This is an optimization exercise on Yosys and OpenROAD, whose aim is small area, a short achievable clock period and few clock cycles per item, not a production implementation.
No functional check of the RTL was part of any run shown here.
Power is estimated from default activity; no workload was simulated.

[flow/config.mk]
export PLATFORM = sky130hd
export DESIGN_NAME = unpipelined_divider
export DESIGN_NICKNAME = unpipelined_divider
export VERILOG_FILES = /design/flow/design.v
export SDC_FILE = /design/flow/constraint.sdc
export NUM_CORES = 4
export LEC_CHECK = 0
export CAP_MARGIN = 20
export CORE_MARGIN = 2
export CORE_UTILIZATION = 40
export CTS_BUF_LIST = sky130_fd_sc_hd__clkbuf_4 sky130_fd_sc_hd__clkbuf_8
export SETUP_SLACK_MARGIN = 1.0
export SLEW_MARGIN = 20
[flow/constraint.sdc]
create_clock -name core_clock -period 4.0 [get_ports {clk}]
set_input_delay 0.8000 -clock core_clock [delete_from_list [all_inputs] [get_ports {clk}]]
set_output_delay 0.8000 -clock core_clock [all_outputs]
set_load 0.01 [all_outputs]
[flow/design.v]
module unpipelined_divider #
(
    parameter N = 32
)
(
    input wire [N-1:0] dividend,
    input wire [N-1:0] divisor,
    input wire start,
    input wire rst,
    input wire clk,
    output wire [N-1:0] quotient,
    output wire [N-1:0] remainder,
    output reg done
);
    reg [N-1:0] rem_reg;    
    reg [N-1:0] quot_reg;   
    reg [4:0]   cnt;        
    reg         busy;
    wire d_nz = |divisor;
    wire sk3 = (|divisor[31:24]) | (d_nz & ~(|dividend[31:8]));
    wire sk2 = (|divisor[31:16]) | (d_nz & ~(|dividend[31:16]));
    wire sk1 = (|divisor[31:8])  | (d_nz & ~(|dividend[31:24]));
    wire [1:0] sh = sk3 ? 2'd3 : sk2 ? 2'd2 : sk1 ? 2'd1 : 2'd0;
    wire [N-1:0] rem_load = sh == 2'd3 ? {8'd0, dividend[N-1:8]} :
                            sh == 2'd2 ? {16'd0, dividend[N-1:16]} :
                            sh == 2'd1 ? {24'd0, dividend[N-1:24]} : {N{1'b0}};
    reg x_reg;
    wire [N-1:0] x_by_cnt;
    genvar k;
    generate
        for (k = 0; k < N - 1; k = k + 1) begin : xb
            assign x_by_cnt[k] = dividend[N-2-k];
        end
    endgenerate
    assign x_by_cnt[N-1] = 1'b0;
    wire x_first = dividend[{~sh, 3'b111}];
    wire [N:0] t = {rem_reg, x_reg};
    wire [N-1:0] r_step;
    wire ge;
    div_step #(.N(N)) step (.t(t), .divisor(divisor), .r(r_step), .ge(ge));
    always @(posedge clk) begin
        if (start) begin
            rem_reg  <= rem_load;
            quot_reg <= {N{1'b0}};
            x_reg    <= x_first;
        end else begin
            rem_reg  <= r_step;
            quot_reg <= {quot_reg[N-2:0], ge};
            x_reg    <= x_by_cnt[cnt];
        end
    end
    always @(posedge clk or posedge rst) begin
        if (rst) begin
            busy <= 1'b0;
            done <= 1'b0;
            cnt  <= 5'd0;
        end else begin
            done <= busy && (cnt == 5'd31);
            if (start) begin
                busy <= 1'b1;
                cnt  <= {sh, 3'b000};
            end else if (busy) begin
                cnt <= cnt + 5'd1;
                if (cnt == 5'd31) busy <= 1'b0;
            end
        end
    end
    assign quotient  = quot_reg;
    assign remainder = rem_reg;
endmodule
module div_step #(parameter N = 32) (
    input  wire [N:0]   t,
    input  wire [N-1:0] divisor,
    output wire [N-1:0] r,
    output wire         ge
);
    wire [N-1:0] p = ~(t[N-1:0] ^ divisor);
    wire [N-1:0] g0 = t[N-1:0] & ~divisor;
    wire [N-1:0] gi = {g0[N-1:1], g0[0] | p[0]};
    wire [N-1:0] G [0:5];
    wire [N-1:0] P [0:5];
    assign G[0] = gi;
    assign P[0] = p;
    genvar l, i;
    generate
        for (l = 0; l < 5; l = l + 1) begin : lvl
            for (i = 0; i < N; i = i + 1) begin : bitp
                if ((i >> l) & 1) begin : comb
                    assign G[l+1][i] = G[l][i] | (P[l][i] & G[l][((i >> l) << l) - 1]);
                    assign P[l+1][i] = P[l][i] & P[l][((i >> l) << l) - 1];
                end else begin : pass
                    assign G[l+1][i] = G[l][i];
                    assign P[l+1][i] = P[l][i];
                end
            end
        end
    endgenerate
    wire [N-1:0] cin  = {G[5][N-2:0], 1'b1};
    wire [N-1:0] diff = p ^ cin;
    assign       ge   = t[N] | G[5][N-1];
    assign r = ge ? diff : t[N-1:0];
endmodule
[flow/flow/run.sh]
#!/bin/bash
# The standard layout, with the port buffers set to the library's smallest
# plain buffer (buffer_ports otherwise picks a delay cell) and the settings
# below passed to the ORFS make.
set -euo pipefail
export BUFFER_PORTS_ARGS="-buffer_cell sky130_fd_sc_hd__buf_1"

bash standard.sh > standard.log 2>&1
[flow/standard.sh]
#!/bin/bash
# synth_recipe.tcl (not shown) runs the flow's synth.tcl, then flattens the netlist and writes it again
# the make line also repeats each setting of config.mk as NAME=value (left out here)
make -C /OpenROAD-flow-scripts/flow DESIGN_CONFIG=/design/flow/config.mk WORK_HOME=/design/flow/orfs CLKGATE_MAP_FILE= SYNTH_SCRIPT=/design/flow/synth_recipe.tcl "${@:-finish}"
==> flow_metrics.env, run 1 <==
export IMPL_run_status="no timing/DRC/antenna violations"
export IMPL_topRoutingLayerUsed="met4"
export IMPL_placement_cell_area_sq_um=5300
export IMPL_synth_main_ff_cell="dfxtp_1"
export IMPL_setup_viol_count_final=0
export IMPL_drt_first_pass_iters=4
export IMPL_cp_start_kind="input port"
export IMPL_rsz0062_at_grt="yes"
export IMPL_dr_total_vias=4542
export IMPL_clock_sinks=72
export IMPL_diodes=0
export IMPL_timing_critical_path_arrival_ns=3.29
export IMPL_pin_count=132
export IMPL_wire_length_of_the_first_global_routing_pass_microns=22300
export IMPL_period_utilization_post_route_pct=76.8
export IMPL_hpwl_detailed_microns=10300
export IMPL_cts_made_buffers=9
export IMPL_setup_total_negative_slack_ns=0
export IMPL_wl_met3_microns=897
export IMPL_cts_root_buf="clkbuf_8"
export IMPL_place_port_buffers=131
export IMPL_total_of_flip_flops_plus_latches_after_synthesis=72
export IMPL_area_growth_pct=26.4
export IMPL_detail_route_wl_per_cell_microns=17.2
export IMPL_timing_setup_critical_path_class="in -> reg"
export IMPL_edff_count_synth=0
export IMPL_drt_total_wl_microns=14200
export IMPL_hold_bufs_inserted_after_cts=0
export IMPL_num_rows=39
export IMPL_postSynth_asyncResetShare_pct=9.72
export IMPL_route_detailed_vias_per_inst=5.50
export IMPL_met2_wirelength_microns=6730
export IMPL_finalCriticalPeriod_ns=3.07
export IMPL_globalRouteOverflowTotal=0
export IMPL_cp_required_ns=4.21
export IMPL_fp_dieArea_sq_um=12500
export IMPL_final_replace_weighted_congestion=0.907
export IMPL_synth_area_per_cell_sq_um=8.77
export IMPL_synth_cell_types=60
export IMPL_synth_warnings=2
export IMPL_postRouteAntennaNets=0
export IMPL_cts_htree_levels=3
export IMPL_mappedNetlistArea_sq_um=4660
export IMPL_initialDrtViolationCount=285
export IMPL_remaining_drc_errors=0
export IMPL_finalHoldViolations=0
export IMPL_die_w_microns=112
export IMPL_clkSlewWorstSetupHoldPaths_ns=0.09
export IMPL_ir_worst_vdd_v=0.000335
export IMPL_chipHeight_microns=112
export IMPL_fmax_ghz=0.326
export IMPL_syn_inst=531
export IMPL_grt_pass1_vias=4339
export IMPL_leakage_nw=2.44
export IMPL_antenna_found_initial=0
export IMPL_synth_fp_nets=636
export IMPL_detail_route_wirelength_met1_microns=6280
export IMPL_slew_violations=0
export IMPL_synth_yosys_seq_area_share_pct=31.7
export IMPL_worst_setup_path_end_kind="flop"
export IMPL_clk_path_buf_depth=2
export IMPL_cap_violations=0
export IMPL_grt_max_degree=38
export IMPL_globalRouteTotalUtil_pct=22.3
export IMPL_fp_coreArea_sq_um=11400
export IMPL_post_route_cells_drive_above_1_share_pct=12.9
export IMPL_power_density_nw_per_um2=671
export IMPL_start_util_pct=40.9
export IMPL_worst_slew_margin_rel_pct=52.2
export IMPL_nNetsFinal=783
export IMPL_clock_insertion_delay_worst_skew_ns=0.35
export IMPL_hold_path_class="in -> async"
export IMPL_skew_ns=0.00820
export IMPL_fin_area_sq_um=5880
export IMPL_clock_tree_from_tritoncts="yes"
export IMPL_worst_pin_slew_ns=0.717
export IMPL_cp_max_fo=8
layout by cell type, fill, tap and decap left out, types with 6 or more instances in the layout:
cell	instances
a211oi_1	19
a21o_1	7
a21oi_1	27
a31oi_1	8
and3_1	15
buf_1	129
buf_4	18
buf_6	7
clkbuf_8	9
dfrtp_1	7
dfxtp_1	65
ha_1	31
inv_1	43
mux2i_1	17
mux4_2	9
nand2_1	39
nand3_1	13
nand4_1	6
nor2_1	31
nor2b_1	31
nor3_1	9
nor4_1	8
o21ai_0	13
o21ai_1	10
xnor2_1	12
xor2_1	11
cells in the mapped netlist, drive strengths merged, types with 6 or more instances:
library cell | instances | area share (%)
dfxtp | 65 | 28
nor2 | 32 | 2.6
dfrtp | 7 | 3.8
a31oi | 8 | 1.1
a21oi | 30 | 3.7
nor3 | 11 | 1.2
mux2i | 18 | 3.9
and3 | 15 | 2.0
inv | 44 | 3.5
a211oi | 21 | 3.4
clkbuf | 13 | 1.0
xor2 | 11 | 2.1
nor4 | 10 | 1.3
nor2b | 31 | 4.2
a21o | 8 | 1.3
xnor2 | 12 | 2.3
mux4 | 9 | 4.4
o21ai | 24 | 2.7
buf | 10 | 1.5
nand3 | 13 | 1.4
ha | 33 | 8.9
nand2 | 40 | 3.3
nand4 | 6 | 0.81
area by class of cell:
type / count / area (sq um)
Multi-Input combinational cell: 393 / 3060
Clock inverter: 6 / 92.6
Sequential cell: 72 / 1480
Fill cell: 1118 / 5490
Inverter: 44 / 165
Clock buffer: 10 / 131
Tap cell: 143 / 179
Timing Repair Buffer: 158 / 778
stage by stage:
stage          hold slack (ns)  worst slack (ns)  util, %  total power [mW]  cells
2_1_floorplan            0.491             0.863        -              2.35    531
3_3_place_gp             0.449             0.481     46.6              2.77    789
3_5_place_dp             0.447             0.410     46.6              2.81    789
4_1_cts                  0.342              1.01     50.4              3.77    820
5_1_grt                  0.357             0.896     51.7              4.21    826
6_report                 0.347             0.928     51.7              3.95    826
layer usage:
metal  vias to the layer above  global-route usage, %
met1                      2153                   29.4
met2                       162                   37.0
met4                         0                   7.08
li1                       2205                      -
met5                         -                      0
met3                        22                   4.08
kinds of logic (layout without fill, tap and decap cells):
family                     count (synthesis)  after routing  synth area share [%]
buffers and inverters                     67            218                  6.05
adders and majority gates                 38             38                  11.0
muxes                                     27             27                  8.22
AOI/OAI and AO/OA                        125            126                  18.8
xor gates and xnor gates                  23             23                  4.33
DFF                                       72             72                  31.7
and+or+nand+nor                          179            179                  19.8
path summary, 6_finish.rpt:
check	cells past startpoint	endpoint	slack, ns	start
worst max-delay path	14	rem_reg[17]	0.93	divisor[0]
worst min-delay path	2	cnt[3]	0.35	rst
worst max register to register	14	rem_reg[17]	1.08	x_reg
worst min register to register	1	quot_reg[23]	0.46	quot_reg[22]
max in group asynchronous	2	cnt[4]	3.41	rst
min in group core_clock	1	quot_reg[23]	0.46	quot_reg[22]
power by group:
part	switching (mW)	total (mW)	internal, mW
combinational	1.18	2.25	1.07
sequential	0.172	1.04	0.872
clock	0.295	0.658	0.363
total	1.65	3.95	2.30
critical path, stage by stage:
cell and delay (ns):
buf_6 0.10, ha_4 0.15, fa_2 0.35, nand2b_4 0.16
a21o_4 0.23, a211o_1 0.36, a21oi_4 0.23, a21oi_4 0.10
o21ai_4 0.16, buf_6 0.12, buf_12 0.13, buf_6 0.10
mux2i_1 0.20, o21ai_1 0.09
repair_timing:
item / CTS / global route
hold endpoints to repair: 0 / 0
pin swaps: 5 / 12
buffers inserted: 12 / 6
cloned: 3 / 0
setup endpoints to repair: 27 / 31
gates resized for setup: 9 / 25
==> run 2: changes to the inputs <==
--- a/flow/config.mk
+++ b/flow/config.mk
@@ -7,7 +7,7 @@
 export LEC_CHECK = 0
 export CAP_MARGIN = 20
 export CORE_MARGIN = 2
-export CORE_UTILIZATION = 40
+export CORE_UTILIZATION = 55
 export CTS_BUF_LIST = sky130_fd_sc_hd__clkbuf_4 sky130_fd_sc_hd__clkbuf_8
 export SETUP_SLACK_MARGIN = 1.0
 export SLEW_MARGIN = 20
==> run 2 against run 1 <==
  * Total power shrank 5.4%
  * Sequential power about the same
  * Global-route usage up 5.2 points
  * Register-to-register slack better by 0.05 ns
  * Wire length decreased by 8.0%
  * Non-clock buffer count shrank 1
  * Highest routed layer unchanged
==> flow_metrics.env, run 2 <==
export IMPL_non_filler_instances=786
export IMPL_cap_violations=0
export IMPL_pwr_share_comb_pct=57.4
export IMPL_cp_required_ns=4.26
export IMPL_placed_cells=751
export IMPL_setup_total_negative_slack_ns=0
export IMPL_cts_htree_levels=3
export IMPL_totalPowerFinal_mw=3.74
export IMPL_layout_cells_most_common="buf_1"
export IMPL_globalRouteTotalUtil_pct=27.5
export IMPL_remaining_drc_errors=0
export IMPL_wire_length_of_the_first_global_routing_pass_microns=19500
export IMPL_antenna_found_initial=0
export IMPL_clk_path_buf_depth=2
export IMPL_leakage_nw=2.42
export IMPL_share_of_synthesized_cell_area_in_and_or_nand_and_nor_gates_pct=19.8
export IMPL_clock_insertion_delay_worst_skew_ns=0.35
export IMPL_num_rows=33
export IMPL_cp_cell_sequence="buf_8, ha_4, fa_2, nand2b_4, a21o_4, a211o_1, a21oi_4, a21oi_4, o21ai_4, buf_6, buf_6, nor3_4, a311oi_2"
export IMPL_nNetsFinal=781
export IMPL_worst_pin_slew_ns=0.838
export IMPL_netlist_top_cell_by_area="dfxtp_1"
export IMPL_synth_area_per_cell_sq_um=8.77
export IMPL_pin_count=132
export IMPL_place_port_buffers=131
export IMPL_r2r_slack_ns=1.13
export IMPL_drt_first_pass_iters=5
export IMPL_clkSlewWorstSetupHoldPaths_ns=0.08
export IMPL_ir_worst_vdd_v=0.000308
export IMPL_dr_total_vias=4581
export IMPL_finalCriticalPeriod_ns=3.00
export IMPL_finalHoldViolations=0
export IMPL_run_status="no timing/DRC/antenna violations"
export IMPL_final_replace_weighted_congestion=0.944
export IMPL_grt_pass1_vias=4117
export IMPL_skew_ns=0.0123
export IMPL_post_route_cells_drive_above_1_share_pct=14.2
export IMPL_critical_path_reg2reg_startpoint="x_reg"
export IMPL_cpPeakStageDelay_ns=0.35
export IMPL_cp_max_fo=7
export IMPL_worst_slew_margin_rel_pct=43.6
export IMPL_cts_root_buf="clkbuf_8"
export IMPL_dominant_combinational_cell_family_by_area_after_synthesis="simple AND/OR/NAND/NOR gates"
export IMPL_netlist_area_leader_share_pct=27.9
export IMPL_worst_setup_path_end_kind="flop"
export IMPL_synth_warnings=2
export IMPL_route_detailed_vias_per_inst=5.83
export IMPL_internal_power_mw=2.10
export IMPL_mappedNetlistArea_sq_um=4660
export IMPL_synth_yosys_seq_area_share_pct=31.7
export IMPL_die_w_microns=96.0
export IMPL_worst_flop_to_flop_path_endpoint="rem_reg[1]"
export IMPL_net_switching_power_mw=1.63
export IMPL_synth_cell_types=60
export IMPL_rsz0062_at_grt="yes"
export IMPL_synth_compound_area_share_pct=18.8
export IMPL_power_density_nw_per_um2=644
export IMPL_setup_viol_count_final=0
export IMPL_hold_path_class="in -> async"
export IMPL_post_synth_most_frequent_cells="65 x dfxtp_1, 43 x inv_1, 39 x nand2_1"
export IMPL_total_of_flip_flops_plus_latches_after_synthesis=72
export IMPL_chipHeight_microns=96.0
export IMPL_slew_violations=0
export IMPL_syn_inst=531
export IMPL_pwr_share_clk_pct=15.0
export IMPL_fmax_ghz=0.333
export IMPL_postSynth_asyncResetShare_pct=9.72
export IMPL_synthAdderAreaFrac_pct=11.0
export IMPL_edff_count_synth=0
export IMPL_detail_route_wl_per_cell_microns=16.6
export IMPL_hpwl_detailed_microns=9400
export IMPL_start_util_pct=56.7
export IMPL_cts_made_buffers=9
export IMPL_synth_xor_xnor_area_share_pct=4.33
export IMPL_switching_share_of_power_pct=43.7
export IMPL_cp_start_kind="input port"
export IMPL_yosys_mux_area_fraction_pct=8.22
export IMPL_synth_fp_nets=636
export IMPL_post_synth_main_area_contributors="dfxtp_1 28%, ha_1 8.9%, mux4_2 4.4%"
export IMPL_final_cell_mix="128 x buf_1, 65 x dfxtp_1, 43 x inv_1, 37 x nand2_1, 31 x nor2b_1"
export IMPL_diodes=0
export IMPL_drt_total_wl_microns=13100
export IMPL_rr_worst_depth=13
export IMPL_grt_max_degree=64
export IMPL_synth_main_ff_cell="dfxtp_1"
export IMPL_final_fill_count=704
export IMPL_synth_most_common_cell="dfxtp_1"
export IMPL_clock_tree_from_tritoncts="yes"
export IMPL_postRouteAntennaNets=0
export IMPL_fp_dieArea_sq_um=9220
export IMPL_cp_slowest_cell="fa_2"
export IMPL_fp_coreArea_sq_um=8220
export IMPL_initialDrtViolationCount=172
export IMPL_area_growth_pct=24.5
export IMPL_globalRouteOverflowTotal=0
export IMPL_timing_critical_path_arrival_ns=3.26
export IMPL_seq_power_share_pct=27.6
export IMPL_clock_sinks=72
export IMPL_period_utilization_post_route_pct=75.0
export IMPL_timing_setup_critical_path_class="in -> reg"
run 2: worst max-delay path, delay by kind of cell:
family          cells  cell delay (ns)
compound gates      6             1.34
fa+ha+maj           2             0.50
buf+inv             3             0.42
simple gates        2             0.19
run 2: power groups by stage:
| stage | Combinational, mW | Sequential, mW | Clock, mW |
|---|---|---|---|
| after floorplan | 1.29 | 1.06 | 0 |
| after global placement | 1.68 | 1.03 | 0 |
| after detailed placement | 1.72 | 1.03 | 0 |
| after CTS | 1.83 | 1.02 | 0.573 |
| after global routing | 2.36 | 1.05 | 0.601 |
| final | 2.14 | 1.03 | 0.562 |
run 2: area by class of cell:
type                    count  area, sq um  area share [%]
multi-input cells         392         3110            53.6
flip-flops and latches     72         1480            25.5
repair buffers            157          734            12.7
inverters                  44          165            2.85
well taps                 105          131            2.27
clock buffers               9          124            2.14
clock inverters             7         61.3            1.06
run 2: through the flow:
| step | setup WS (ns) | util [%] | area [sq um] | hold WS (ns) |
|---|---|---|---|---|
| 2_1_floorplan | 0.863 | - | 4690 | 0.491 |
| 3_3_place_gp | 0.362 | 63.8 | 5240 | 0.440 |
| 3_5_place_dp | 0.269 | 63.8 | 5240 | 0.450 |
| 4_1_cts | 1.00 | 67.2 | 5520 | 0.338 |
| 5_1_grt | 0.911 | 70.6 | 5800 | 0.346 |
| 6_report | 0.999 | 70.6 | 5800 | 0.344 |
run 2: logic make-up (layout without fill, tap and decap cells):
logic type	after synthesis	count (layout)
and+or+nand+nor	179	179
AOI/OAI and AO/OA	125	125
DFF	72	72
buffers and inverters	67	217
adders and majority gates	38	38
muxes	27	27
xor gates and xnor gates	23	23
run 2: timing repair:
| action | in CTS | in global routing |
|---|---|---|
| pin swaps | 3 | 15 |
| setup endpoints to repair | 31 | 28 |
| resized for setup | 8 | 39 |
| setup buffers | 8 | 11 |
| hold buffers | 0 | 0 |
run 2: worst max path at each step:
stage,start,endpoint,slack (ns),depth (start not counted)
CTS,divisor[5],rem_reg[17],1.00,12
global route,divisor[25],rem_reg[0],0.91,13
finish,divisor[0],rem_reg[1],1.0,13
floorplan,divisor[0],rem_reg[11],0.86,11
global placement,divisor[0],rem_reg[11],0.36,11
detailed placement,divisor[0],rem_reg[11],0.27,11
run 2: layer usage:
metal  GRT usage (%)  vias up  wire length, microns
met5               0        -                     0
met4            7.14        0                   166
met3            5.25       16                  1050
met2            45.0      214                  6240
met1            37.2     2148                  5620
li1                -     2203                     -
==> run 3: changes to the inputs <==
--- a/flow/design.v
+++ b/flow/design.v
@@ -13,7 +13,7 @@
     output reg done
 );
     reg [N-1:0] rem_reg;    
-    reg [N-1:0] quot_reg;   
+    reg [N-1:0] dq_reg;     
     reg [4:0]   cnt;        
     reg         busy;
     wire d_nz = |divisor;
@@ -21,33 +21,16 @@
     wire sk2 = (|divisor[31:16]) | (d_nz & ~(|dividend[31:16]));
     wire sk1 = (|divisor[31:8])  | (d_nz & ~(|dividend[31:24]));
     wire [1:0] sh = sk3 ? 2'd3 : sk2 ? 2'd2 : sk1 ? 2'd1 : 2'd0;
-    wire [N-1:0] rem_load = sh == 2'd3 ? {8'd0, dividend[N-1:8]} :
-                            sh == 2'd2 ? {16'd0, dividend[N-1:16]} :
-                            sh == 2'd1 ? {24'd0, dividend[N-1:24]} : {N{1'b0}};
-    reg x_reg;
-    wire [N-1:0] x_by_cnt;
-    genvar k;
-    generate
-        for (k = 0; k < N - 1; k = k + 1) begin : xb
-            assign x_by_cnt[k] = dividend[N-2-k];
-        end
-    endgenerate
-    assign x_by_cnt[N-1] = 1'b0;
-    wire x_first = dividend[{~sh, 3'b111}];
-    wire [N:0] t = {rem_reg, x_reg};
-    wire [N-1:0] r_step;
+    wire [2*N-1:0] load = {{N{1'b0}}, dividend} << {sh, 3'b000};
+    wire [N:0] t = {rem_reg, dq_reg[N-1]};
+    wire [N-1:0] r_diff;
     wire ge;
-    div_step #(.N(N)) step (.t(t), .divisor(divisor), .r(r_step), .ge(ge));
+    div_step #(.N(N)) step (.t(t), .divisor(divisor), .diff(r_diff), .ge(ge));
+    wire take = ge & ~start;
+    wire [N-1:0] rem_hold = start ? load[2*N-1:N] : t[N-1:0];
     always @(posedge clk) begin
-        if (start) begin
-            rem_reg  <= rem_load;
-            quot_reg <= {N{1'b0}};
-            x_reg    <= x_first;
-        end else begin
-            rem_reg  <= r_step;
-            quot_reg <= {quot_reg[N-2:0], ge};
-            x_reg    <= x_by_cnt[cnt];
-        end
+        rem_reg <= take ? r_diff : rem_hold;
+        dq_reg  <= start ? load[N-1:0] : {dq_reg[N-2:0], ge};
     end
     always @(posedge clk or posedge rst) begin
         if (rst) begin
@@ -65,13 +48,13 @@
             end
         end
     end
-    assign quotient  = quot_reg;
+    assign quotient  = dq_reg;
     assign remainder = rem_reg;
 endmodule
 module div_step #(parameter N = 32) (
     input  wire [N:0]   t,
     input  wire [N-1:0] divisor,
-    output wire [N-1:0] r,
+    output wire [N-1:0] diff,
     output wire         ge
 );
     wire [N-1:0] p = ~(t[N-1:0] ^ divisor);
@@ -96,7 +79,6 @@
         end
     endgenerate
     wire [N-1:0] cin  = {G[5][N-2:0], 1'b1};
-    wire [N-1:0] diff = p ^ cin;
+    assign diff = p ^ cin;
     assign       ge   = t[N] | G[5][N-1];
-    assign r = ge ? diff : t[N-1:0];
 endmodule
==> run 3 against run 2 <==
  * Still clean
  * Clock skew is 0.0026 ns higher
  * Synthesized cell count is 13% lower
  * Setup slack worse by 0.12 ns
  * Count of clock-buffer cells in the layout is 3 higher
  * Final area is 3.5% higher
  * Combinational power is 6% lower
  * Sequential power hardly changed
  * Register-to-register slack worse by 0.17 ns
  * Total power is 1.0% lower
  * Non-clock buffer count is 9 higher
  * Worst hold slack worse by 0.00096 ns
  * Die area is 3.6% lower
  * Critical path type unchanged
  * Largest cell class unchanged
  * Largest power group unchanged
  * Highest routed layer unchanged
==> flow_metrics.env, run 3 <==
export IMPL_setup_viol_count_final=0
export IMPL_cts_root_buf="clkbuf_8"
export IMPL_area_growth_pct=33.9
export IMPL_drt_first_pass_iters=8
export IMPL_cp_start_kind="input port"
export IMPL_clock_insertion_delay_worst_skew_ns=0.36
export IMPL_initialDrtViolationCount=445
export IMPL_post_synth_main_area_contributors="dfxtp_1 29%, ha_1 9.2%, mux2i_1 8.3%"
export IMPL_cts_made_buffers=9
export IMPL_layout_cells_most_common="buf_1"
export IMPL_skew_ns=0.0149
export IMPL_synth_fp_nets=568
export IMPL_netlist_top_cell_by_area="dfxtp_1"
export IMPL_postRouteAntennaNets=0
export IMPL_total_of_flip_flops_plus_latches_after_synthesis=71
export IMPL_netlist_area_leader_share_pct=28.6
export IMPL_fmax_ghz=0.321
export IMPL_power_density_nw_per_um2=616
export IMPL_clkSlewWorstSetupHoldPaths_ns=0.08
export IMPL_synth_warnings=2
export IMPL_finalHoldViolations=0
export IMPL_dr_total_vias=4361
export IMPL_worst_slew_margin_rel_pct=32.5
export IMPL_nNetsFinal=724
export IMPL_place_port_buffers=131
export IMPL_cap_violations=0
export IMPL_clock_sinks=71
export IMPL_mappedNetlistArea_sq_um=4480
export IMPL_setup_total_negative_slack_ns=0
export IMPL_post_route_cells_drive_above_1_share_pct=21.2
export IMPL_globalRouteOverflowTotal=0
export IMPL_hold_path_class="in -> async"
export IMPL_final_cell_mix="122 x buf_1, 64 x dfxtp_1, 38 x inv_1, 33 x mux2i_1, 27 x buf_4"
export IMPL_timing_setup_critical_path_class="in -> reg"
export IMPL_worst_pin_slew_ns=1.01
export IMPL_synth_most_common_cell="dfxtp_1"
export IMPL_synth_yosys_seq_area_share_pct=32.5
export IMPL_final_replace_weighted_congestion=0.883
export IMPL_rr_worst_depth=13
export IMPL_postSynth_asyncResetShare_pct=9.86
export IMPL_clk_path_buf_depth=2
export IMPL_cts_htree_levels=3
export IMPL_ir_worst_vdd_v=0.000228
export IMPL_slew_violations=0
export IMPL_remaining_drc_errors=0
export IMPL_die_w_microns=94.3
export IMPL_synth_area_per_cell_sq_um=9.68
export IMPL_num_rows=32
export IMPL_edff_count_synth=0
export IMPL_route_detailed_vias_per_inst=6.01
export IMPL_grt_pass1_vias=4078
export IMPL_cp_max_fo=5
export IMPL_synth_cell_types=58
export IMPL_start_util_pct=57.4
export IMPL_drt_total_wl_microns=13900
export IMPL_grt_max_degree=50
export IMPL_synth_main_ff_cell="dfxtp_1"
export IMPL_timing_critical_path_arrival_ns=3.36
export IMPL_rsz0062_at_grt="yes"
export IMPL_leakage_nw=2.50
export IMPL_clock_tree_from_tritoncts="yes"
export IMPL_cpPeakStageDelay_ns=0.37
export IMPL_detail_route_wl_per_cell_microns=19.2
export IMPL_totalPowerFinal_mw=3.70
export IMPL_syn_inst=463
export IMPL_hpwl_detailed_microns=9720
export IMPL_diodes=0
export IMPL_globalRouteTotalUtil_pct=30.2
export IMPL_run_status="no timing/DRC/antenna violations"
export IMPL_antenna_found_initial=0
export IMPL_cp_slowest_cell="fa_2"
export IMPL_cp_cell_sequence="buf_6, ha_4, fa_2, nor2b_4, o2111ai_2, a21boi_2, a41oi_2, o31ai_2, a21bo_2, a211o_1, a41o_4, buf_12, mux2_4"
export IMPL_wire_length_of_the_first_global_routing_pass_microns=20600
export IMPL_period_utilization_post_route_pct=78.0
export IMPL_hold_bufs_inserted_after_cts=0
export IMPL_worst_flop_to_flop_path_endpoint="rem_reg[9]"
export IMPL_critical_path_reg2reg_startpoint="dq_reg[31]"
export IMPL_pin_count=132
export IMPL_fp_dieArea_sq_um=8890
export IMPL_post_synth_most_frequent_cells="64 x dfxtp_1, 43 x inv_1, 37 x mux2i_1"
export IMPL_r2r_slack_ns=0.96
export IMPL_cp_required_ns=4.24
export IMPL_chipHeight_microns=94.3
export IMPL_fp_coreArea_sq_um=7810
export IMPL_finish_utilization_pct=76.9
export IMPL_worst_setup_path_end_kind="flop"
export IMPL_finalCriticalPeriod_ns=3.12
==> run 3: cell count changes in the layout (fill, tap and decap cells not counted), moves of 14 or more <==
cell	delta
mux2i_1	+16
nor2_1	-15
a21oi_1	-16
nand2_1	-24
nor2b_1	-25
a211oi_1	-18
o2bb2ai_1	+14
a22o_1	+15
==> run 3: cell type report <==
class	instances	area, sq um
multi-input cells	328	3120
clock buffers	12	159
fillers	560	1810
inverters	43	164
flip-flops and latches	71	1460
clock inverters	4	52.6
well taps	102	128
repair buffers	166	922
==> run 3: worst max-delay path by stage <==
stage,start,endpoint,slack [ns]
floorplan,divisor[0],rem_reg[11],0.55
global placement,divisor[0],rem_reg[9],0.30
detailed placement,divisor[0],rem_reg[10],0.19
CTS,divisor[0],rem_reg[9],0.82
global route,divisor[0],rem_reg[0],0.76
finish,divisor[0],rem_reg[9],0.88
==> run 3: cell families after synthesis <==
group,after synthesis,synth area share (%)
fa+ha+maj,38,11.4
compound gates,136,23.9
xor+xnor,26,5.08
buf+inv,64,5.97
mux,50,12.0
simple gates,78,9.10
flops,71,32.5
==> run 3: per-layer routing <==
| layer | track usage, % | vias to the layer above | wire [microns] |
|---|---|---|---|
| li1 | - | 2058 | - |
| met2 | 49.8 | 220 | 6610 |
| met3 | 4.90 | 40 | 1140 |
| met4 | 9.30 | 0 | 347 |
| met1 | 40.6 | 2043 | 5840 |
| met5 | 0 | - | 0 |
==> run 3: critical path: cells and delay by family <==
kind / cells / cell delay [ns]
AO/OA/AOI/OAI: 7 / 1.36
adder cells (fa/ha/maj): 2 / 0.51
multiplexers: 1 / 0.29
buffers and inverters: 2 / 0.24
AND/OR/NAND/NOR: 1 / 0.14
==> run 3: power breakdown <==
| group | switching [mW] | internal, mW |
|---|---|---|
| Combinational | 0.990 | 1.03 |
| Clock | 0.294 | 0.332 |
| Sequential | 0.176 | 0.872 |
| Total | 1.46 | 2.24 |
==> run 3: metrics by stage <==
stage          std cells  hold slack [ns]  setup WS, ns  cell area [sq um]
6_report             726            0.343         0.881               6000
5_1_grt              726            0.371         0.762               6000
4_1_cts              716            0.346         0.821               5700
3_5_place_dp         685            0.445         0.190               5120
3_3_place_gp         685            0.445         0.299               5120
2_1_floorplan        463            0.490         0.554               4520
==> run 3: repair_timing <==
| action | CTS | global route |
|---|---|---|
| cloned | 3 | 1 |
| gates resized for setup | 33 | 55 |
| setup buffers | 12 | 9 |
| setup endpoints to repair | 38 | 61 |
| pin swaps | 19 | 25 |
==> run 4: changes to the inputs <==
--- a/flow/design.v
+++ b/flow/design.v
@@ -57,28 +57,7 @@
     output wire [N-1:0] diff,
     output wire         ge
 );
-    wire [N-1:0] p = ~(t[N-1:0] ^ divisor);
-    wire [N-1:0] g0 = t[N-1:0] & ~divisor;
-    wire [N-1:0] gi = {g0[N-1:1], g0[0] | p[0]};
-    wire [N-1:0] G [0:5];
-    wire [N-1:0] P [0:5];
-    assign G[0] = gi;
-    assign P[0] = p;
-    genvar l, i;
-    generate
-        for (l = 0; l < 5; l = l + 1) begin : lvl
-            for (i = 0; i < N; i = i + 1) begin : bitp
-                if ((i >> l) & 1) begin : comb
-                    assign G[l+1][i] = G[l][i] | (P[l][i] & G[l][((i >> l) << l) - 1]);
-                    assign P[l+1][i] = P[l][i] & P[l][((i >> l) << l) - 1];
-                end else begin : pass
-                    assign G[l+1][i] = G[l][i];
-                    assign P[l+1][i] = P[l][i];
-                end
-            end
-        end
-    endgenerate
-    wire [N-1:0] cin  = {G[5][N-2:0], 1'b1};
-    assign diff = p ^ cin;
-    assign       ge   = t[N] | G[5][N-1];
+    wire [N+1:0] d = {1'b0, t} - {2'b0, divisor};
+    assign diff = d[N-1:0];
+    assign ge   = ~d[N+1];
 endmodule
==> run 4 against run 3 <==
  * Synthesized cell count rose by 28%
  * Setup slack improved by 0.12 ns
  * Maximum frequency rose by 4.2%
  * First-iteration DRC count fell by 34%
  * Highest routed layer unchanged
  * Utilization fell by 6.8 points
  * Flip-flop and latch count did not move
  * Largest power group unchanged
  * Clock power fell by 6.4%
  * Worst hold slack got worse by 0.028 ns
  * Clock skew fell by 0.0018 ns
  * Sequential power fell by about 10%
  * Die area rose by 12%
  * Global-route usage rose by 0.67 points
==> flow_metrics.env, run 4 <==
export IMPL_synth_main_ff_cell="dfxtp_1"
export IMPL_ir_worst_vdd_v=0.000324
export IMPL_cts_root_buf="clkbuf_8"
export IMPL_rr_worst_depth=11
export IMPL_worst_setup_path_end_kind="flop"
export IMPL_timing_setup_critical_path_class="in -> reg"
export IMPL_final_replace_weighted_congestion=0.894
export IMPL_run_status="no timing/DRC/antenna violations"
export IMPL_place_port_buffers=131
export IMPL_skew_ns=0.0131
export IMPL_fp_dieArea_sq_um=9940
export IMPL_setup_total_negative_slack_ns=0
export IMPL_drt_total_wl_microns=15800
export IMPL_period_utilization_post_route_pct=74.9
export IMPL_hold_path_class="in -> async"
export IMPL_clock_tree_from_tritoncts="yes"
export IMPL_synth_yosys_seq_area_share_pct=28.9
export IMPL_pin_count=132
export IMPL_fp_coreArea_sq_um=8810
export IMPL_synth_fp_nets=695
export IMPL_worst_slew_margin_rel_pct=56.3
export IMPL_area_growth_pct=22.5
export IMPL_cts_htree_levels=3
export IMPL_synth_most_common_cell="dfxtp_1"
export IMPL_detail_route_wirelength_met1_microns=6680
export IMPL_timing_critical_path_arrival_ns=3.24
export IMPL_finalCriticalPeriod_ns=2.99
export IMPL_detail_route_wl_per_cell_microns=18.7
export IMPL_wire_length_of_the_first_global_routing_pass_microns=24200
export IMPL_grt_pass1_vias=4824
export IMPL_cp_max_fo=7
export IMPL_finish_utilization_pct=70.0
export IMPL_topRoutingLayerUsed="met4"
export IMPL_slew_violations=0
export IMPL_dr_total_vias=5163
export IMPL_rsz0062_at_grt="yes"
export IMPL_clock_insertion_delay_worst_skew_ns=0.37
export IMPL_grt_max_degree=38
export IMPL_cap_violations=0
export IMPL_netlist_top_cell_by_area="dfxtp_1"
export IMPL_worst_pin_slew_ns=0.656
export IMPL_post_synth_most_frequent_cells="64 x dfxtp_1, 55 x a21oi_1, 47 x mux2i_1"
export IMPL_clock_sinks=71
export IMPL_clkSlewWorstSetupHoldPaths_ns=0.08
export IMPL_setup_viol_count_final=0
export IMPL_met2_wirelength_microns=7460
export IMPL_diodes=0
export IMPL_fmax_ghz=0.334
export IMPL_hpwl_detailed_microns=12000
export IMPL_drt_first_pass_iters=5
export IMPL_postSynth_asyncResetShare_pct=9.86
export IMPL_remaining_drc_errors=0
export IMPL_netlist_area_leader_share_pct=25.4
export IMPL_num_rows=34
export IMPL_layout_cells_most_common="buf_1"
export IMPL_finalHoldViolations=0
export IMPL_total_of_flip_flops_plus_latches_after_synthesis=71
export IMPL_globalRouteTotalUtil_pct=30.9
export IMPL_antenna_found_initial=0
export IMPL_clk_path_buf_depth=2
export IMPL_route_detailed_vias_per_inst=6.14
export IMPL_syn_inst=593
export IMPL_postRouteAntennaNets=0
export IMPL_die_w_microns=99.7
export IMPL_globalRouteOverflowTotal=0
export IMPL_synth_warnings=1
export IMPL_cp_required_ns=4.24
export IMPL_final_cell_mix="130 x buf_1, 64 x dfxtp_1, 51 x a21oi_1, 45 x nand2_1"
export IMPL_start_util_pct=57.2
export IMPL_leakage_nw=2.74
export IMPL_cp_start_kind="input port"
export IMPL_mappedNetlistArea_sq_um=5030
export IMPL_fin_worst_hold_slack_ns=0.315
export IMPL_chipHeight_microns=99.7
export IMPL_post_synth_main_area_contributors="dfxtp_1 25%, mux2i_1 9.3%, ha_1 8.4%"
export IMPL_synth_area_per_cell_sq_um=8.49
export IMPL_wl_met3_microns=1290
export IMPL_cts_made_buffers=9
export IMPL_synth_cell_types=65
export IMPL_initialDrtViolationCount=292
export IMPL_power_density_nw_per_um2=502
export IMPL_post_route_cells_drive_above_1_share_pct=13.2
export IMPL_edff_count_synth=0
export IMPL_nNetsFinal=830
run 4: critical path, stage by stage:
cell,delay (ns)
buf_1,0.08
or4_4,0.55
nor4_4,0.43
o21a_1,0.24
o22ai_2,0.11
nand2b_4,0.14
clkbuf_16,0.18
mux2i_2,0.29
a2bb2oi_1,0.30
a21oi_1,0.11
run 4: cells by family after synthesis:
group	count (synthesis)	synth area share (%)
AOI/OAI and AO/OA	179	24.3
xor gates and xnor gates	26	4.52
adders and majority gates	35	8.85
buffers and inverters	68	5.67
DFF	71	28.9
muxes	56	11.4
and+or+nand+nor	158	16.3
run 4: area by class of cell:
class                      count  area, sq um
tap                          108          135
sequential                    71         1460
fill                         785         2640
inverter                      40          150
timing repair buffer         152          698
clock inverter                 6         62.6
clock buffer                  10          131
multi-input combinational    454         3530
run 4: metal layers:
metal  vias to the layer above  track usage [%]
li1                       2452                -
met1                      2423             41.0
met2                       254             50.9
met3                        34             6.82
met4                         0             8.32
met5                         -                0
run 4: report_power, final:
| group | switching (mW) | leakage, nW | internal [mW] |
|---|---|---|---|
| clock | 0.293 | 0.103 | 0.294 |
| combinational | 0.902 | 2.02 | 0.660 |
| sequential | 0.118 | 0.611 | 0.827 |
| total | 1.31 | 2.74 | 1.78 |
run 4: worst paths after layout:
check / from / endpoint / slack [ns]
setup / recovery: divisor[24] / dq_reg[22] / 1.01
hold / removal: rst / busy / 0.32
setup reg to reg: dq_reg[31] / rem_reg[30] / 1.17
hold reg to reg: dq_reg[12] / dq_reg[13] / 0.47
max in group asynchronous: rst / cnt[3] / 3.47
min in group core_clock: dq_reg[12] / dq_reg[13] / 0.47
run 4: metrics by stage:
step                worst slack, ns  total power [mW]  instances  instance area (sq um)
floorplan                      1.01              1.94        593                   5040
global placement              0.472              2.32        812                   5610
detailed placement            0.356              2.33        812                   5610
CTS                           0.997              2.96        830                   5910
global route                  0.909              3.29        841                   6170
finish                         1.01              3.09        841                   6170
run 4: what timing repair did:
action / CTS / global route
endpoints found under the setup margin: 39 / 47
cloned: 0 / 2
hold buffers: 0 / 0
pin swaps: 3 / 9
gates resized for setup: 18 / 28
endpoints found under the hold margin: 0 / 0
buffers inserted: 2 / 9
==> run 5: changes to the inputs <==
==> flow/design.v (replaced) <==
module unpipelined_divider #
(
    parameter N = 32
)
(
    input wire [N-1:0] dividend,
    input wire [N-1:0] divisor,
    input wire start,
    input wire rst,
    input wire clk,
    output reg [N-1:0] quotient,
    output reg [N-1:0] remainder,
    output reg done
);
    reg [N-1:0] quot_reg;         
    reg [N:0] rem_reg;            
    reg [N-1:0] div_reg;          
    reg [N-1:0] dividend_reg;     
    reg [5:0] bit_counter;        
    localparam IDLE = 2'b00;
    localparam INIT = 2'b01;
    localparam CALC = 2'b10;
    localparam FINISH = 2'b11;
    reg [1:0] state;
    always @(posedge clk or posedge rst) begin
        if (rst) begin
            quot_reg <= 0;
            rem_reg <= 0;
            div_reg <= 0;
            dividend_reg <= 0;
            bit_counter <= 0;
            done <= 0;
            quotient <= 0;
            remainder <= 0;
            state <= IDLE;
        end
        else begin
            case (state)
                IDLE: begin
                    done <= 0;
                    if (start) begin
                        state <= INIT;
                    end
                end
                INIT: begin
                    quot_reg <= 0;
                    rem_reg <= 0;
                    div_reg <= divisor;
                    dividend_reg <= dividend;
                    bit_counter <= N;   
                    state <= CALC;
                end
                CALC: begin
                    if (bit_counter > 0) begin
                        rem_reg <= {rem_reg[N-1:0], dividend_reg[N-1]};
                        dividend_reg <= {dividend_reg[N-2:0], 1'b0};   
                        if ({rem_reg[N-1:0], dividend_reg[N-1]} >= {1'b0, div_reg}) begin
                            rem_reg <= {rem_reg[N-1:0], dividend_reg[N-1]} - {1'b0, div_reg};
                            quot_reg <= {quot_reg[N-2:0], 1'b1};   
                        end else begin
                            quot_reg <= {quot_reg[N-2:0], 1'b0};   
                        end
                        bit_counter <= bit_counter - 1;
                    end else begin
                        state <= FINISH;
                    end
                end
                FINISH: begin
                    quotient <= quot_reg;
                    remainder <= rem_reg[N-1:0];
                    done <= 1;
                    state <= IDLE;
                end
            endcase
        end
    end
endmodule
==> flow/run.sh (new file) <==
#!/bin/bash
# synth_recipe.tcl (not shown) runs the flow's synth.tcl, then flattens the netlist and writes it again
# the make line also repeats each setting of config.mk as NAME=value (left out here)
make -C /OpenROAD-flow-scripts/flow DESIGN_CONFIG=/design/flow/config.mk WORK_HOME=/design/flow/orfs CLKGATE_MAP_FILE= SYNTH_SCRIPT=/design/flow/synth_recipe.tcl finish
--- a/flow/config.mk
+++ b/flow/config.mk
@@ -7,7 +7,5 @@
 export LEC_CHECK = 0
 export CAP_MARGIN = 20
 export CORE_MARGIN = 2
-export CORE_UTILIZATION = 55
-export CTS_BUF_LIST = sky130_fd_sc_hd__clkbuf_4 sky130_fd_sc_hd__clkbuf_8
-export SETUP_SLACK_MARGIN = 1.0
+export CORE_UTILIZATION = 40
 export SLEW_MARGIN = 20
removed: flow/flow/run.sh
removed: flow/standard.sh
==> run 5 against run 4 <==
  * Die area rose to 2.6 times the previous value
  * Non-clock buffer count down 4
  * Utilization is 19 points lower
  * First-iteration DRC count is 17% higher
  * Synthesized area increased by 98%
  * Largest cell class is now flip-flops and latches
  * Sequential share of layout area grew 17 points
  * Final area grew 100%
  * Global-route usage is 13 points lower
  * Critical path depth unchanged
  * Count of clock-buffer cells in the layout is 20 higher
==> flow_metrics.env, run 5 <==
export IMPL_post_synth_main_area_contributors="dfrtp_1 50%, mux2_2 7.4%, nand2_1 6.6%"
export IMPL_fp_coreArea_sq_um=24400
export IMPL_synth_fp_nets=1097
export IMPL_globalRouteOverflowTotal=0
export IMPL_total_of_flip_flops_plus_latches_after_synthesis=201
export IMPL_clkSlewWorstSetupHoldPaths_ns=0.06
export IMPL_critical_path_reg2reg_startpoint="rem_reg[13]"
export IMPL_globalRouteTotalUtil_pct=17.6
export IMPL_initialDrtViolationCount=343
export IMPL_dr_total_vias=7565
export IMPL_hold_path_cell_count=2
export IMPL_leakage_nw=5.89
export IMPL_worst_pin_slew_ns=0.888
export IMPL_num_rows=57
export IMPL_totalPowerFinal_mw=7.88
export IMPL_clk_path_buf_depth=3
export IMPL_period_utilization_post_route_pct=81.5
export IMPL_fp_dieArea_sq_um=26300
export IMPL_critPathBufInv=1
export IMPL_cp_start_kind="flop"
export IMPL_start_util_pct=41.0
export IMPL_hold_bufs_inserted_after_cts=0
export IMPL_cts_made_buffers=24
export IMPL_rsz0062_at_grt="no"
export IMPL_worst_setup_path_end_kind="flop"
export IMPL_synth_most_common_cell="dfrtp_1"
export IMPL_wire_length_of_the_first_global_routing_pass_microns=38200
export IMPL_syn_inst=991
export IMPL_cp_cell_sequence="ha_1, a21o_1, a211oi_1, o21ai_1, a211oi_2, o41ai_2, a211oi_4, buf_4, mux2i_1, o21ai_0"
export IMPL_placed_cells=1404
export IMPL_postRouteAntennaNets=0
export IMPL_antenna_found_initial=1
export IMPL_post_synth_most_frequent_cells="201 x dfrtp_1, 175 x nand2_1, 77 x nand3_1"
export IMPL_finish_utilization_pct=51.3
export IMPL_run_status="no timing/DRC/antenna violations"
export IMPL_chipHeight_microns=162
export IMPL_synth_main_ff_cell="dfrtp_1"
export IMPL_place_port_buffers=131
export IMPL_finalCriticalPeriod_ns=3.26
export IMPL_area_growth_pct=25.4
export IMPL_rr_worst_depth=10
export IMPL_cpPeakStageDelay_ns=0.48
export IMPL_drt_total_wl_microns=22900
export IMPL_clock_sinks=201
export IMPL_netlist_area_leader_share_pct=50.4
export IMPL_drt_first_pass_iters=4
export IMPL_setup_total_negative_slack_ns=0
export IMPL_synth_area_per_cell_sq_um=10.1
export IMPL_hold_path_class="reg -> reg"
export IMPL_cp_required_ns=4.39
export IMPL_die_w_microns=162
export IMPL_skew_ns=0.0130
export IMPL_layout_cells_most_common="dfrtp_1"
export IMPL_edff_count_synth=0
export IMPL_cts_root_buf="clkbuf_16"
export IMPL_final_replace_weighted_congestion=0.875
export IMPL_grt_pass1_vias=7330
export IMPL_cp_top_family="compound AO/OA/AOI/OAI gates"
export IMPL_clock_insertion_delay_worst_skew_ns=0.52
export IMPL_topRoutingLayerUsed="met5"
export IMPL_route_detailed_vias_per_inst=5.22
export IMPL_fmax_ghz=0.307
export IMPL_postSynth_asyncResetShare_pct=100
export IMPL_pin_count=132
export IMPL_detail_route_wirelength_met1_microns=10900
export IMPL_finalHoldViolations=0
export IMPL_cp_max_fo=52
export IMPL_synth_cell_types=58
export IMPL_wl_met3_microns=1110
export IMPL_nNetsFinal=1212
export IMPL_post_route_cells_drive_above_1_share_pct=12.6
export IMPL_timing_critical_path_depth=10
export IMPL_remaining_drc_errors=0
export IMPL_final_fill_count=2242
export IMPL_hpwl_detailed_microns=15500
export IMPL_timing_critical_path_arrival_ns=3.65
export IMPL_synth_warnings=1
export IMPL_final_cell_mix="201 x dfrtp_1, 175 x nand2_1, 131 x clkdlybuf4s50_1, 77 x nand3_1, 74 x o21ai_0"
export IMPL_synth_yosys_seq_area_share_pct=50.4
export IMPL_cts_htree_levels=1
export IMPL_grt_max_degree=67
export IMPL_cts_repair_resized=0
export IMPL_clock_tree_from_tritoncts="yes"
export IMPL_mappedNetlistArea_sq_um=9990
export IMPL_detail_route_wl_per_cell_microns=15.8
export IMPL_cap_violations=0
export IMPL_hp_start="dividend_reg[9]"
export IMPL_met2_wirelength_microns=10500
export IMPL_ir_worst_vdd_v=0.000367
export IMPL_cp_slowest_cell="a211oi_2"
export IMPL_power_density_nw_per_um2=630
export IMPL_non_filler_instances=1448
export IMPL_post_cts_setup_buffers=0
export IMPL_netlist_top_cell_by_area="dfrtp_1"
export IMPL_timing_setup_critical_path_class="reg -> reg"
export IMPL_worst_slew_margin_rel_pct=40.7
export IMPL_slew_violations=0
export IMPL_diodes=0
export IMPL_crit_start="rem_reg[13]"
export IMPL_setup_viol_count_final=0
[run 5: cell types whose count changed in the layout (fill, tap and decap cells not counted), sizes merged, moves of 15 or more]
| cell | previous run | this run |
|---|---|---|
| a21oi | 55 | 24 |
| nand3 | 14 | 77 |
| nand2 | 46 | 175 |
| clkdlybuf4s50 | 0 | 131 |
| dfrtp | 7 | 201 |
| nor2 | 43 | 18 |
| mux2 | 9 | 66 |
| dfxtp | 64 | 0 |
| o21ai | 24 | 83 |
| mux2i | 47 | 25 |
| buf | 149 | 17 |
| clkbuf | 13 | 30 |
| a2bb2oi | 16 | 1 |
| o311ai | 0 | 18 |
[run 5: layout make-up]
type | instances | area [sq um] | area share (%)
sequential | 201 | 5030 | 40.2
inverter | 42 | 161 | 1.29
multi-input combinational | 689 | 4600 | 36.8
clock buffer | 30 | 673 | 5.38
clock inverter | 14 | 173 | 1.38
tap | 324 | 405 | 3.24
timing repair buffer | 148 | 1480 | 11.8
[run 5: report_power, final]
group / switching, mW / internal [mW]
combinational: 1.90 / 1.08
sequential: 0.189 / 2.44
clock: 0.878 / 1.40
total: 2.97 / 4.91
[run 5: per-layer routing]
layer  vias to the layer above  global-route usage (%)
li1                       3713                       -
met1                      3679                    24.8
met2                       141                    28.4
met3                        30                    3.70
met4                         2                    3.66
met5                         -                       0
[run 5: worst register-to-register path, cell delays in order (launching register included)]
cell      delay [ns]
dfrtp_1         0.41
ha_1            0.40
a21o_1          0.26
a211oi_1        0.25
o21ai_1         0.12
a211oi_2        0.48
o41ai_2         0.15
a211oi_4        0.25
buf_4           0.48
mux2i_1         0.26
o21ai_0         0.09
[run 5: kinds of logic (layout without fill, tap and decap cells)]
group,after synthesis,after routing,share of synthesized area [%]
AOI/OAI and AO/OA,210,210,13.9
xor gates and xnor gates,30,30,2.63
adders and majority gates,39,39,4.96
buffers and inverters,101,234,3.93
DFF,201,201,50.4
muxes,91,91,9.94
and+or+nand+nor,319,319,14.3
[run 5: final timing paths]
check / to / slack (ns)
max: rem_reg[28] / 0.74
min: dividend_reg[9] / 0.48
max reg2reg: rem_reg[28] / 0.74
min reg2reg: dividend_reg[9] / 0.48
max in group asynchronous: remainder[0] / 2.34
min in group asynchronous: remainder[24] / 0.81
[run 5: metrics by stage]
stage,hold slack (ns),setup slack (ns),area (sq um)
after global placement,0.461,0.876,11700
after detailed placement,0.468,0.750,11700
after CTS,0.484,0.745,12500
after floorplan,0.446,0.598,9990
final,0.478,0.739,12500
after global routing,0.500,0.495,12500

port drivers added, routing unchanged:
In the flow no input, the clock included, has a driving cell. The finished layouts below were timed again as built, in two steps.
Step 1, drivers: a clkbuf_16 drives clk and a buf_2 each remaining input, both assumed.
Step 2 also shifts input and output timing later by t, the mid clock arrival at the registers, as if the neighbouring blocks saw the same clock.
Slacks: no drivers / after step 1 / after step 2; pairs: no drivers / after step 1.
| run | t (ns) | setup WS [ns] | slew at the worst register clock pin (ns) |
|---|---|---|---|
| run 1 | 0.382 | 0.928 / 0.925 / 0.543 | 0.09 / 0.09 |
| run 2 | 0.382 | 0.999 / 0.991 / 0.609 | 0.10 / 0.10 |
| run 3 | 0.381 | 0.881 / 0.877 / 0.496 | 0.09 / 0.09 |
| run 4 | 0.393 | 1.006 / 1.019 / 0.626 | 0.08 / 0.08 |
| run 5 | 0.561 | 0.739 / 0.739 / 0.739 | 0.07 / 0.07 |
After both steps setup and hold are still met in every run listed. For run 2, which loses most, drivers alone change the setup slack by -0.008 ns; drivers and shift together by -0.390 ns.
